Background: an optimization exercise with open tools, aiming at small area. Do not read the settings as production practice.
In this exercise RTL edits were held to simulation tests only and were not proved equivalent to the original.
The clock port is modelled as an ideal driver, which makes a skipped or thinned clock tree look cheaper than it is; a real chip needs a root buffer or a tree.
Power is estimated from default activity; no workload was simulated.

## Q
==> flow/design.v (excerpt) <==
module lcd_st7789v3 (input wire clk, input wire rst, output wire lcd_rst, output wire lcd_rs,
  output wire lcd_sd, output wire lcd_sck, output wire lcd_cs);
Size in the first run: about 160 cells after synthesis, about 7 I/O pins.
==> flow/config.mk <==
export PLATFORM = sky130hd
export DESIGN_NAME = lcd_st7789v3
export DESIGN_NICKNAME = lcd_st7789v3
export VERILOG_FILES = /design/flow/design.v
export SDC_FILE = /design/flow/constraint.sdc
export NUM_CORES = 4
export LEC_CHECK = 0
export CAP_MARGIN = 20
export CORE_MARGIN = 2
export CORE_UTILIZATION = 40
export SLEW_MARGIN = 20
==> flow/constraint.sdc <==
create_clock -name core_clock -period 12.0 [get_ports {clk}]
set_input_delay 2.4000 -clock core_clock [delete_from_list [all_inputs] [get_ports {clk}]]
set_output_delay 2.4000 -clock core_clock [all_outputs]
set_load 0.01 [all_outputs]
standard.sh (not shown) runs the stock make flow with config.mk's settings and CLKGATE_MAP_FILE= SYNTH_SCRIPT=/design/flow/synth_recipe.tcl, a recipe that flattens the netlist after the stock synthesis.
==> flow/flow/run.sh <==
#!/bin/bash
# Own flow: the standard synthesis; then the logic between the flip-flops re-mapped for area with
# a few ABC scripts (the flip-flops are left as the standard synthesis made them), keeping the
# smallest; then the standard layout, with buf_1 port buffers and a clock tree without dummy loads.
set -uo pipefail
F=$(cd "$(dirname "$0")" && pwd)
R=orfs/results/$FLOW_PLATFORM/lcd_st7789v3/base
YOSYS=$FLOW_HOME/../tools/install/yosys/bin/yosys
export REMAP_LIB=$FLOW_HOME/platforms/$FLOW_PLATFORM/lib/sky130_fd_sc_hd__tt_025C_1v80.lib
export REMAP_DONTUSE=$(sed -n '/DONT_USE_CELLS/,/^$/p' $FLOW_HOME/platforms/$FLOW_PLATFORM/config.mk | grep -o 'sky130_fd_sc_hd__[a-z0-9_]*' | tr '\n' ' ')

CTS_ARGS_OWN="-sink_clustering_enable -dont_use_dummy_load -root_buf sky130_fd_sc_hd__clkbuf_8 -buf_list sky130_fd_sc_hd__clkbuf_8"
bash standard.sh synth > synth.log 2>&1 || { echo "standard synthesis failed"; exit 1; }
cp $R/1_2_yosys.v std_1_2_yosys.v

best=std_1_2_yosys.v
bestA=1e9
for s in "$F"/abc_*.script; do
  n=$(basename "$s" .script)
  REMAP_IN=std_1_2_yosys.v REMAP_OUT=$n.v REMAP_ABC="$s" REMAP_STAT=$n.stat \
    $YOSYS -c "$F/remap.tcl" > remap_$n.log 2>&1 || { echo "$n failed"; continue; }
  a=$(sed -n "s/.*Chip area for module.*: \([0-9.]*\).*/\1/p" $n.stat)
  echo "$n area $a"
  if [[ -n "$a" ]] && awk "BEGIN{exit !($a < $bestA)}"; then bestA=$a; best=$n.v; fi
done
echo "using $best ($bestA)"
cp $best $R/1_2_yosys.v
touch $R/1_2_yosys.v

bash standard.sh "BUFFER_PORTS_ARGS=-buffer_cell sky130_fd_sc_hd__buf_1" \
  "CTS_ARGS=${CTS_ARGS_OWN}" "POST_CTS_TCL=$F/post_cts.tcl" finish > layout.log 2>&1 \
  || { echo "layout failed"; tail -20 layout.log; exit 1; }
==> flow/flow/abc_10.script <==
strash
dc2
balance
rewrite
refactor
balance
rewrite
rewrite -z
balance
refactor -z
rewrite -z
balance
balance
rewrite
refactor
balance
rewrite
rewrite -z
balance
refactor -z
rewrite -z
balance
balance
rewrite
refactor
balance
rewrite
rewrite -z
balance
refactor -z
rewrite -z
balance
dch -f
amap
==> flow/flow/abc_11.script <==
strash
balance -l
resub -K 6 -l
rewrite -l
resub -K 6 -N 2 -l
refactor -l
resub -K 8 -l
balance -l
resub -K 8 -N 2 -l
rewrite -l
resub -K 10 -l
rewrite -z -l
resub -K 10 -N 2 -l
balance -l
resub -K 12 -l
refactor -z -l
resub -K 12 -N 2 -l
rewrite -z -l
balance -l
balance
rewrite
refactor
balance
rewrite
rewrite -z
balance
refactor -z
rewrite -z
balance
dch -f
amap
==> flow/flow/abc_12.script <==
strash
dc2
balance -l
resub -K 6 -l
rewrite -l
resub -K 6 -N 2 -l
refactor -l
resub -K 8 -l
balance -l
resub -K 8 -N 2 -l
rewrite -l
resub -K 10 -l
rewrite -z -l
resub -K 10 -N 2 -l
balance -l
resub -K 12 -l
refactor -z -l
resub -K 12 -N 2 -l
rewrite -z -l
balance -l
dch -f
amap
==> flow/flow/abc_13.script <==
strash
dc2
balance
rewrite
refactor
balance
rewrite
rewrite -z
balance
refactor -z
rewrite -z
balance
dch -f
map -a
strash
dch -f
amap
==> flow/flow/abc_14.script <==
strash
dc2
balance
rewrite
refactor
balance
rewrite
rewrite -z
balance
refactor -z
rewrite -z
balance
dch -f
amap
strash
dc2
balance
rewrite
refactor
balance
rewrite
rewrite -z
balance
refactor -z
rewrite -z
balance
dch -f
amap
==> flow/flow/abc_15.script <==
strash
fraig
dc2
balance
rewrite
refactor
balance
rewrite
rewrite -z
balance
refactor -z
rewrite -z
balance
dch -f
amap
==> flow/flow/abc_16.script <==
strash
dc2
balance
rewrite
refactor
balance
rewrite
rewrite -z
balance
refactor -z
rewrite -z
balance
&get -n
&deepsyn -T 20 -S 1
&put
dch -f
amap
==> flow/flow/abc_17.script <==
strash
dc2
balance
rewrite
refactor
balance
rewrite
rewrite -z
balance
refactor -z
rewrite -z
balance
&get -n
&deepsyn -T 20 -S 7
&put
dch -f
map -a
==> flow/flow/abc_18.script <==
strash
dc2
balance
rewrite
refactor
balance
rewrite
rewrite -z
balance
refactor -z
rewrite -z
balance
dch -f
amap -A 10
==> flow/flow/abc_19.script <==
strash
dc2
balance
rewrite
refactor
balance
rewrite
rewrite -z
balance
refactor -z
rewrite -z
balance
dch -f
amap -F 20
==> flow/flow/abc_20.script <==
strash
dc2
balance
rewrite
refactor
balance
rewrite
rewrite -z
balance
refactor -z
rewrite -z
balance
dc2
balance
rewrite
refactor
balance
rewrite
rewrite -z
balance
refactor -z
rewrite -z
balance
dch -f
amap
==> flow/flow/abc_21.script <==
strash
dc2
balance
rewrite
refactor
balance
rewrite
rewrite -z
balance
refactor -z
rewrite -z
balance
dch -f
map -a -F 20 -A 20
==> flow/flow/post_cts.tcl <==
set block [ord::get_db_block]
foreach inst [$block getInsts] {
  if {![string match clkbuf_0_* [$inst getName]]} continue
  set loads 0
  set only_bufs 1
  foreach it [[[$inst findITerm X] getNet] getITerms] {
    if {[$it isOutputSignal]} continue
    incr loads
    if {![string match *clkbuf* [[[$it getInst] getMaster] getName]]} { set only_bufs 0 }
  }
  if {$only_bufs && $loads <= 4} {
    puts "post_cts: removing root clock buffer [$inst getName] ($loads loads)"
    remove_buffers [$inst getName]
  }
}
detailed_placement
check_placement -verbose
Other scripts of this flow, unchanged in this note and not shown: flow/flow/abc_01.script, flow/flow/abc_02.script, flow/flow/abc_03.script, flow/flow/abc_04.script, flow/flow/abc_05.script, flow/flow/abc_06.script, flow/flow/abc_07.script, flow/flow/abc_08.script, flow/flow/abc_09.script, flow/flow/remap.tcl
Q: done, clean on timing, DRC and antenna
### Q -> R
--- a/flow/flow/run.sh
+++ b/flow/flow/run.sh
@@ -31 +31 @@
-  "CTS_ARGS=${CTS_ARGS_OWN}" "POST_CTS_TCL=$F/post_cts.tcl" finish > layout.log 2>&1 \
+  "CTS_ARGS=${CTS_ARGS_OWN}" finish > layout.log 2>&1 \
removed: flow/flow/abc_10.script
removed: flow/flow/abc_11.script
removed: flow/flow/abc_12.script
removed: flow/flow/abc_13.script
removed: flow/flow/abc_14.script
removed: flow/flow/abc_15.script
removed: flow/flow/abc_16.script
removed: flow/flow/abc_17.script
removed: flow/flow/abc_18.script
removed: flow/flow/abc_19.script
removed: flow/flow/abc_20.script
removed: flow/flow/abc_21.script
removed: flow/flow/post_cts.tcl
Findings:
Taking Q as the reference, in R global-route wire length before repair increased 210 um, wire length higher, critical path depth increased 6. R: done, clean on timing, DRC and antenna. Re post-route cell area: R is about 1.3% up on Q. Clock share of power: R vs Q up 7.2 points. Taking Q as the reference, in R final period utilization climbed 0.97 points, worst clock skew climbed 0.0077 ns.

## port drivers added, routing unchanged
No port has a modelled driver above. Below, the same layouts with a new extraction and two added sets of constraints.
Step 1 (the two cells are an assumption about what drives the block):
set clk [get_ports {clk}]
set_driving_cell -lib_cell sky130_fd_sc_hd__clkbuf_16 $clk
set_driving_cell -lib_cell sky130_fd_sc_hd__buf_2 [delete_from_list [all_inputs] $clk]
Step 2, shift: input delay + t, output delay - t, t = (earliest + latest rising clock arrival at the registers) / 2. This alone moves slack from input paths to output paths.
a / b / c = ideal ports / drivers / drivers and shift; a / b = the first two.
run | shift t [ns] | setup WS [ns] | worst hold slack (ns)
Q | 0.165 | 7.423 / 7.392 / 7.556 | 0.516 / 0.516 / 0.516
R | 0.284 | 7.307 / 7.284 / 7.568 | 0.512 / 0.512 / 0.512
After both steps every run listed still meets setup and hold.
